This is an optimization exercise on Yosys and OpenROAD, whose aim is a short achievable clock period, not a production implementation. The RTL was checked by simulation tests, not by an equivalence proof against the original design. No driver is modelled on the clock port, so clock power and skew are understated where the tree is cut down; a real chip needs a root buffer or a tree. Power is estimated from default activity; no workload was simulated.

// alu
module alu(OPA, OPB, CIN, INP_VALID, CLK, RST, CMD, CE, MODE, COUT, OFLOW, RES, G, E, L, ERR);
    input [7:0] OPA, OPB;
    input CLK, RST, CE, MODE, CIN;
    input [1:0] INP_VALID;
    input [3:0] CMD;
    output reg [15:0] RES;
    output reg COUT, OFLOW, G, E, L, ERR;
    wire vab = INP_VALID[0] & INP_VALID[1];
    wire va = INP_VALID[0];
    wire vb = INP_VALID[1];
    wire am = CE & MODE;
    wire lm = CE & ~MODE;
    wire d_add = am & vab & (CMD == 4'd0);
    wire d_sub = am & vab & (CMD == 4'd1);
    wire d_addc = am & vab & (CMD == 4'd2);
    wire d_subc = am & vab & (CMD == 4'd3);
    wire d_inca = am & va & (CMD == 4'd4);
    wire d_deca = am & va & (CMD == 4'd5);
    wire d_incb = am & vb & (CMD == 4'd6);
    wire d_decb = am & vb & (CMD == 4'd7);
    wire d_cmp = am & vab & (CMD == 4'd8);
    wire d_sadd = am & vab & (CMD == 4'd11);
    wire d_ssub = am & vab & (CMD == 4'd12);
    wire d_and = lm & vab & (CMD == 4'd0);
    wire d_nand = lm & vab & (CMD == 4'd1);
    wire d_or = lm & vab & (CMD == 4'd2);
    wire d_nor = lm & vab & (CMD == 4'd3);
    wire d_xor = lm & vab & (CMD == 4'd4);
    wire d_xnor = lm & vab & (CMD == 4'd5);
    wire d_nota = lm & va & (CMD == 4'd6);
    wire d_notb = lm & vb & (CMD == 4'd7);
    wire d_shra = lm & va & (CMD == 4'd8);
    wire d_shla = lm & va & (CMD == 4'd9);
    wire d_shrb = lm & vb & (CMD == 4'd10);
    wire d_shlb = lm & vb & (CMD == 4'd11);
    wire d_rol = lm & vab & (CMD == 4'd12);
    wire d_ror = lm & vab & (CMD == 4'd13);
    wire mul_en = am & vab & (CMD[3:2] == 2'b10) & (CMD[1] ^ CMD[0]);
    wire [9:0] y = {2'b00, OPB};
    wire [9:0] xa = {2'b00, OPA};
    wire b0i_y0 = 1'b1, b0i_y1 = y[0], b0i_y2 = y[1];
    wire one0i = b0i_y1 ^ b0i_y0;
    wire e0i = b0i_y2 ^ b0i_y1;
    wire [8:0] row0i_d = {9{b0i_y2}} ^ (one0i ? xa[8:0] : ({9{e0i}} & {xa[7:0], 1'b1}));
    wire b0s_y0 = 1'b0, b0s_y1 = y[0], b0s_y2 = y[1];
  ...
Settings: LEC_CHECK=0, CAP_MARGIN=20, CORE_MARGIN=2, CORE_UTILIZATION=40, SLEW_MARGIN=20; clock period 8.0 ns.
standard.sh (not shown) runs the stock make flow with config.mk's settings and CLKGATE_MAP_FILE= SYNTH_SCRIPT=/design/flow/synth_recipe.tcl, a recipe that flattens the netlist after the stock synthesis.
==> flow/flow/run.sh <==
#!/bin/bash
# Standard ORFS flow (the standard.sh) with:
#  - the standard flow's synthesis script wrapped so that ABC uses flow/abc_speed.script, and no
#    full-adder cell extraction;
#  - input port buffers resized and a hand-built two-level clock tree
#    (flow/pre_cts.tcl, flow/manual_cts.tcl) in place of TritonCTS;
#  - repair_timing aiming well below the 8 ns constraint.
W=$(pwd)
export MY_FLOW_DIR=$W/flow
export MY_ABC_SCRIPT=$W/flow/abc_speed.script
export FLOW_SYNTH_TCL=$W/synth_recipe.tcl
export MCTS_NROOT=4
export MCTS_NLEAF=2
bash standard.sh SYNTH_SCRIPT=$W/flow/my_synth.tcl ADDER_MAP_FILE= ABC_CLOCK_PERIOD_IN_PS=1000 \
  PRE_CTS_TCL=$W/flow/pre_cts.tcl POST_CTS_TCL=$W/flow/post_cts.tcl SETUP_SLACK_MARGIN=5.6 finish > flow_make.log 2>&1
Other scripts of this flow, unchanged in this note and not shown: flow/flow/abc_speed.script, flow/flow/manual_cts.tcl, flow/flow/my_synth.tcl, flow/flow/post_cts.tcl, flow/flow/pre_cts.tcl
The first run finished clean.
Change:
--- a/flow/flow/run.sh
+++ b/flow/flow/run.sh
@@ -14,2 +14,2 @@
 bash standard.sh SYNTH_SCRIPT=$W/flow/my_synth.tcl ADDER_MAP_FILE= ABC_CLOCK_PERIOD_IN_PS=1000 \
-  PRE_CTS_TCL=$W/flow/pre_cts.tcl POST_CTS_TCL=$W/flow/post_cts.tcl SETUP_SLACK_MARGIN=5.6 finish > flow_make.log 2>&1
+  PRE_CTS_TCL=$W/flow/pre_cts.tcl POST_CTS_TCL=$W/flow/post_cts.tcl SETUP_SLACK_MARGIN=5.8 finish > flow_make.log 2>&1
After rerunning:
- wire length goes up by about a fifth
- via count goes up by a little under a tenth
- combinational power goes up by about a fifth
- clock power goes up by a few percent
In every run of this note, the design's own scripts or RTL, not TritonCTS, make the clock network.

---

Another version of the RTL of alu (not shown whole).
For scale: about 1,800 cells after synthesis, about 180 flip-flops, about 49 I/O pins.
Settings: LEC_CHECK=0, CAP_MARGIN=20, CORE_MARGIN=2, CORE_UTILIZATION=40, SLEW_MARGIN=20; clock period 8.0 ns.
==> flow/flow/run.sh <==
#!/bin/bash
# Standard ORFS flow (the standard.sh) with:
#  - the standard flow's synthesis script wrapped so that ABC uses flow/abc_speed.script, and no
#    full-adder cell extraction;
#  - input port buffers resized and a hand-built clock tree of buf_16/buf_12 buffers
#    (flow/pre_cts.tcl, flow/manual_cts.tcl) in place of TritonCTS;
#  - after CTS, drive-0 and low-power cells sized up and one more timing repair
#    (flow/post_cts.tcl);
#  - repair_timing aiming well below the 8 ns constraint.
W=$(pwd)
export MY_FLOW_DIR=$W/flow
export MY_ABC_SCRIPT=$W/flow/abc_speed.script
export FLOW_SYNTH_TCL=$W/synth_recipe.tcl
export MCTS_NROOT=4
export MCTS_NLEAF=2
export MCTS_ROOT_CELL=sky130_fd_sc_hd__buf_16
export MCTS_LEAF_CELL=sky130_fd_sc_hd__buf_12
bash standard.sh SYNTH_SCRIPT=$W/flow/my_synth.tcl ADDER_MAP_FILE= ABC_CLOCK_PERIOD_IN_PS=1000 \
  PRE_CTS_TCL=$W/flow/pre_cts.tcl POST_CTS_TCL=$W/flow/post_cts.tcl SETUP_SLACK_MARGIN=5.65 finish > flow_make.log 2>&1
==> flow/flow/abc_speed.script <==
strash
&get -n
&st
&if -g -K 6
&syn2
&if -g -K 6
&put
dch
map {D}
buffer
upsize {D}
dnsize {D}
stime -p
==> flow/flow/manual_cts.tcl <==
proc mcts_split {items key} {
  set s [lsort -real -index $key $items]
  set h [expr {[llength $s] / 2}]
  return [list [lrange $s 0 [expr {$h - 1}]] [lrange $s $h end]]
}
proc mcts_groups {items n} {
  set groups [list $items]
  set key 1
  while {[llength $groups] < $n} {
    set ng {}
    foreach g $groups { lappend ng {*}[mcts_split $g $key] }
    set groups $ng
    set key [expr {$key == 1 ? 2 : 1}]
  }
  return $groups
}
proc mcts_center {g} {
  set sx 0; set sy 0
  foreach e $g { set sx [expr {$sx + [lindex $e 1]}]; set sy [expr {$sy + [lindex $e 2]}] }
  return [list [expr {int($sx / [llength $g])}] [expr {int($sy / [llength $g])}]]
}
proc mcts_buffer {block master name innet g} {
  lassign [mcts_center $g] cx cy
  set inst [odb::dbInst_create $block $master $name]
  set net [odb::dbNet_create $block "${name}_net"]
  $net setSigType CLOCK
  [$inst findITerm A] connect $innet
  [$inst findITerm X] connect $net
  foreach e $g { set it [lindex $e 0]; $it disconnect; $it connect $net }
  $inst setLocation $cx $cy
  $inst setPlacementStatus PLACED
  return [list [$inst findITerm A] $cx $cy]
}
proc manual_cts {args} {
  set nroot [expr {[info exists ::env(MCTS_NROOT)] ? $::env(MCTS_NROOT) : 4}]
  set nleaf [expr {[info exists ::env(MCTS_NLEAF)] ? $::env(MCTS_NLEAF) : 1}]
  set block [ord::get_db_block]
  set rcell [expr {[info exists ::env(MCTS_ROOT_CELL)] ? $::env(MCTS_ROOT_CELL) : "sky130_fd_sc_hd__clkbuf_16"}]
  set lcell [expr {[info exists ::env(MCTS_LEAF_CELL)] ? $::env(MCTS_LEAF_CELL) : "sky130_fd_sc_hd__clkbuf_16"}]
  set master [[ord::get_db] findMaster $rcell]
  set lmaster [[ord::get_db] findMaster $lcell]
  set clknet [[$block findBTerm CLK] getNet]
  set items {}
  foreach it [$clknet getITerms] {
    set b [[$it getInst] getBBox]
    lappend items [list $it [expr {([$b xMin] + [$b xMax]) / 2}] [expr {([$b yMin] + [$b yMax]) / 2}]]
  }
  puts "manual_cts: [llength $items] sinks, $nroot root buffers, $nleaf leaf buffers each"
  set r 0
  foreach g [mcts_groups $items $nroot] {
    if {$nleaf > 1} {
      # leaf buffers first, on the clock port's net; then the root buffer takes them over
      set leaves {}
      set l 0
      foreach lg [mcts_groups $g $nleaf] {
        lappend leaves [mcts_buffer $block $lmaster "clkbuf_m_${r}_$l" $clknet $lg]
        puts "manual_cts: leaf $r.$l drives [llength $lg] sinks"
        incr l
      }
      mcts_buffer $block $master "clkbuf_m_$r" $clknet $leaves
    } else {
      mcts_buffer $block $master "clkbuf_m_$r" $clknet $g
      puts "manual_cts: root $r drives [llength $g] sinks"
    }
    incr r
  }
}
Other scripts of this flow, unchanged in this note and not shown: flow/flow/my_synth.tcl, flow/flow/post_cts.tcl, flow/flow/pre_cts.tcl
Change:
--- a/flow/flow/run.sh
+++ b/flow/flow/run.sh
@@ -4,3 +4,3 @@
 #    full-adder cell extraction;
-#  - input port buffers resized and a hand-built clock tree of buf_16/buf_12 buffers
+#  - input port buffers resized and a hand-built two-level clock tree
 #    (flow/pre_cts.tcl, flow/manual_cts.tcl) in place of TritonCTS;
@@ -15,4 +15,2 @@
 export MCTS_NLEAF=2
-export MCTS_ROOT_CELL=sky130_fd_sc_hd__buf_16
-export MCTS_LEAF_CELL=sky130_fd_sc_hd__buf_12
 bash standard.sh SYNTH_SCRIPT=$W/flow/my_synth.tcl ADDER_MAP_FILE= ABC_CLOCK_PERIOD_IN_PS=1000 \
--- a/flow/flow/manual_cts.tcl
+++ b/flow/flow/manual_cts.tcl
@@ -37,6 +37,3 @@
   set block [ord::get_db_block]
-  set rcell [expr {[info exists ::env(MCTS_ROOT_CELL)] ? $::env(MCTS_ROOT_CELL) : "sky130_fd_sc_hd__clkbuf_16"}]
-  set lcell [expr {[info exists ::env(MCTS_LEAF_CELL)] ? $::env(MCTS_LEAF_CELL) : "sky130_fd_sc_hd__clkbuf_16"}]
-  set master [[ord::get_db] findMaster $rcell]
-  set lmaster [[ord::get_db] findMaster $lcell]
+  set master [[ord::get_db] findMaster sky130_fd_sc_hd__clkbuf_16]
   set clknet [[$block findBTerm CLK] getNet]
@@ -55,3 +52,3 @@
       foreach lg [mcts_groups $g $nleaf] {
-        lappend leaves [mcts_buffer $block $lmaster "clkbuf_m_${r}_$l" $clknet $lg]
+        lappend leaves [mcts_buffer $block $master "clkbuf_m_${r}_$l" $clknet $lg]
         puts "manual_cts: leaf $r.$l drives [llength $lg] sinks"
Maximum frequency came out lower slightly.
Sequential cell count is unchanged.
Setup slack got worse by 0.032 ns.
Core utilization came out higher by 0.50 points.
Sequential power is about the same.
Clock power came out lower slightly.
Change:
--- a/flow/flow/run.sh
+++ b/flow/flow/run.sh
@@ -4,3 +4,3 @@
 #    full-adder cell extraction;
-#  - input port buffers resized and a hand-built two-level clock tree
+#  - input port buffers resized and a hand-built clock tree of buf_16/buf_12 buffers
 #    (flow/pre_cts.tcl, flow/manual_cts.tcl) in place of TritonCTS;
@@ -15,3 +15,5 @@
 export MCTS_NLEAF=2
+export MCTS_ROOT_CELL=sky130_fd_sc_hd__buf_16
+export MCTS_LEAF_CELL=sky130_fd_sc_hd__buf_12
 bash standard.sh SYNTH_SCRIPT=$W/flow/my_synth.tcl ADDER_MAP_FILE= ABC_CLOCK_PERIOD_IN_PS=1000 \
-  PRE_CTS_TCL=$W/flow/pre_cts.tcl POST_CTS_TCL=$W/flow/post_cts.tcl SETUP_SLACK_MARGIN=5.65 finish > flow_make.log 2>&1
+  PRE_CTS_TCL=$W/flow/pre_cts.tcl POST_CTS_TCL=$W/flow/post_cts.tcl SETUP_SLACK_MARGIN=5.65 CORE_UTILIZATION=45 finish > flow_make.log 2>&1
--- a/flow/flow/manual_cts.tcl
+++ b/flow/flow/manual_cts.tcl
@@ -37,3 +37,6 @@
   set block [ord::get_db_block]
-  set master [[ord::get_db] findMaster sky130_fd_sc_hd__clkbuf_16]
+  set rcell [expr {[info exists ::env(MCTS_ROOT_CELL)] ? $::env(MCTS_ROOT_CELL) : "sky130_fd_sc_hd__clkbuf_16"}]
+  set lcell [expr {[info exists ::env(MCTS_LEAF_CELL)] ? $::env(MCTS_LEAF_CELL) : "sky130_fd_sc_hd__clkbuf_16"}]
+  set master [[ord::get_db] findMaster $rcell]
+  set lmaster [[ord::get_db] findMaster $lcell]
   set clknet [[$block findBTerm CLK] getNet]
@@ -52,3 +55,3 @@
       foreach lg [mcts_groups $g $nleaf] {
-        lappend leaves [mcts_buffer $block $master "clkbuf_m_${r}_$l" $clknet $lg]
+        lappend leaves [mcts_buffer $block $lmaster "clkbuf_m_${r}_$l" $clknet $lg]
         puts "manual_cts: leaf $r.$l drives [llength $lg] sinks"
Result: The new run ran to the end with no violations; total power increases by 2.4%; hold slack gains 0.022 ns; area after synthesis does not change; combinational power increases by about 6%.
Change:
--- a/flow/flow/run.sh
+++ b/flow/flow/run.sh
@@ -18,2 +18,2 @@
 bash standard.sh SYNTH_SCRIPT=$W/flow/my_synth.tcl ADDER_MAP_FILE= ABC_CLOCK_PERIOD_IN_PS=1000 \
-  PRE_CTS_TCL=$W/flow/pre_cts.tcl POST_CTS_TCL=$W/flow/post_cts.tcl SETUP_SLACK_MARGIN=5.65 CORE_UTILIZATION=45 finish > flow_make.log 2>&1
+  PRE_CTS_TCL=$W/flow/pre_cts.tcl POST_CTS_TCL=$W/flow/post_cts.tcl SETUP_SLACK_MARGIN=5.65 finish > flow_make.log 2>&1
==> flow/flow/abc_speed.script (replaced) <==
strash
&get -n
&st
&if -g -K 6
&syn2
&if -g -K 6
&put
dch -f
map {D}
buffer
upsize {D}
dnsize {D}
stime -p
What happened: Area after synthesis rose slightly. First-iteration DRC count stays flat. Total power goes up slightly. Flip-flop and latch count does not change. Wire length rose by roughly a tenth. Global-route usage stays flat. Register-to-register slack gains 0.02 ns.
Change:
--- a/flow/flow/run.sh
+++ b/flow/flow/run.sh
@@ -18,2 +18,2 @@
 bash standard.sh SYNTH_SCRIPT=$W/flow/my_synth.tcl ADDER_MAP_FILE= ABC_CLOCK_PERIOD_IN_PS=1000 \
-  PRE_CTS_TCL=$W/flow/pre_cts.tcl POST_CTS_TCL=$W/flow/post_cts.tcl SETUP_SLACK_MARGIN=5.65 finish > flow_make.log 2>&1
+  PRE_CTS_TCL=$W/flow/pre_cts.tcl POST_CTS_TCL=$W/flow/post_cts.tcl SETUP_SLACK_MARGIN=5.65 CORE_UTILIZATION=35 finish > flow_make.log 2>&1
==> flow/flow/abc_speed.script (replaced) <==
strash
&get -n
&st
&if -g -K 6
&syn2
&if -g -K 6
&put
dch
map {D}
buffer
upsize {D}
dnsize {D}
stime -p
Result: Via count decreases by about 7%; final cell count shrinks by 1.4%; setup slack improves by 0.049 ns.
Change:
--- a/flow/flow/run.sh
+++ b/flow/flow/run.sh
@@ -18,2 +18,2 @@
 bash standard.sh SYNTH_SCRIPT=$W/flow/my_synth.tcl ADDER_MAP_FILE= ABC_CLOCK_PERIOD_IN_PS=1000 \
-  PRE_CTS_TCL=$W/flow/pre_cts.tcl POST_CTS_TCL=$W/flow/post_cts.tcl SETUP_SLACK_MARGIN=5.65 CORE_UTILIZATION=35 finish > flow_make.log 2>&1
+  PRE_CTS_TCL=$W/flow/pre_cts.tcl POST_CTS_TCL=$W/flow/post_cts.tcl SETUP_SLACK_MARGIN=5.65 finish > flow_make.log 2>&1
Result: Setup slack degrades by 0.0051 ns. Global-route usage came out higher by 3.0 points. Synthesized cell count is unchanged. Sequential cell count is unchanged. Routed wire length came out lower by about 2.2%. Design area came out lower by about 1.3%. Via count came out higher by 0.96%. Combinational power came out lower by about 2%.
In every run of this note, the design's own scripts or RTL, not TritonCTS, make the clock network.

## what the ideal ports hide
No port has a modelled driver above. Below, the same layouts with a new extraction and two added sets of constraints. Step 1, drivers: a clkbuf_16 drives CLK and a buf_2 each remaining input, both assumed. Step 2, shift: input delay + t, output delay - t, t = (earliest + latest rising clock arrival at the registers) / 2. This alone moves slack from input paths to output paths. a / b / c = ideal ports / drivers / drivers and shift; a / b = the first two.
run | shift t [ns] | slack for setup (ns) | hold WS [ns] | worst slew at a driven data input, ns | cell pins on the clock port's net
the first run of note 1 | 0.400 | 5.567 / 5.463 / 5.240 | 0.406 / 0.406 / 0.406 | 0.16 | 4
the second run of note 1 | 0.394 | 5.452 / 5.474 / 5.103 | 0.334 / 0.334 / 0.334 | 0.18 | 4
the first run of note 2 | 0.361 | 5.606 / 5.487 / 5.410 | 0.343 / 0.343 / 0.343 | 0.16 | 4
the second run of note 2 | 0.391 | 5.575 / 5.470 / 5.339 | 0.338 / 0.338 / 0.338 | 0.23 | 4
the third run of note 2 | 0.365 | 5.605 / 5.497 / 5.387 | 0.360 / 0.360 / 0.360 | 0.25 | 4
the fourth run of note 2 | 0.372 | 5.563 / 5.437 / 5.356 | 0.441 / 0.441 / 0.441 | 0.08 | 4
the fifth run of note 2 | 0.363 | 5.612 / 5.497 / 5.360 | 0.334 / 0.334 / 0.334 | 0.11 | 4
the sixth run of note 2 | 0.361 | 5.606 / 5.487 / 5.410 | 0.343 / 0.343 / 0.343 | 0.16 | 4
After both steps every run listed still meets setup and hold. The setup slack of the second run of note 1, which loses most, moves by +0.022 ns with the drivers and by -0.349 ns with both steps.
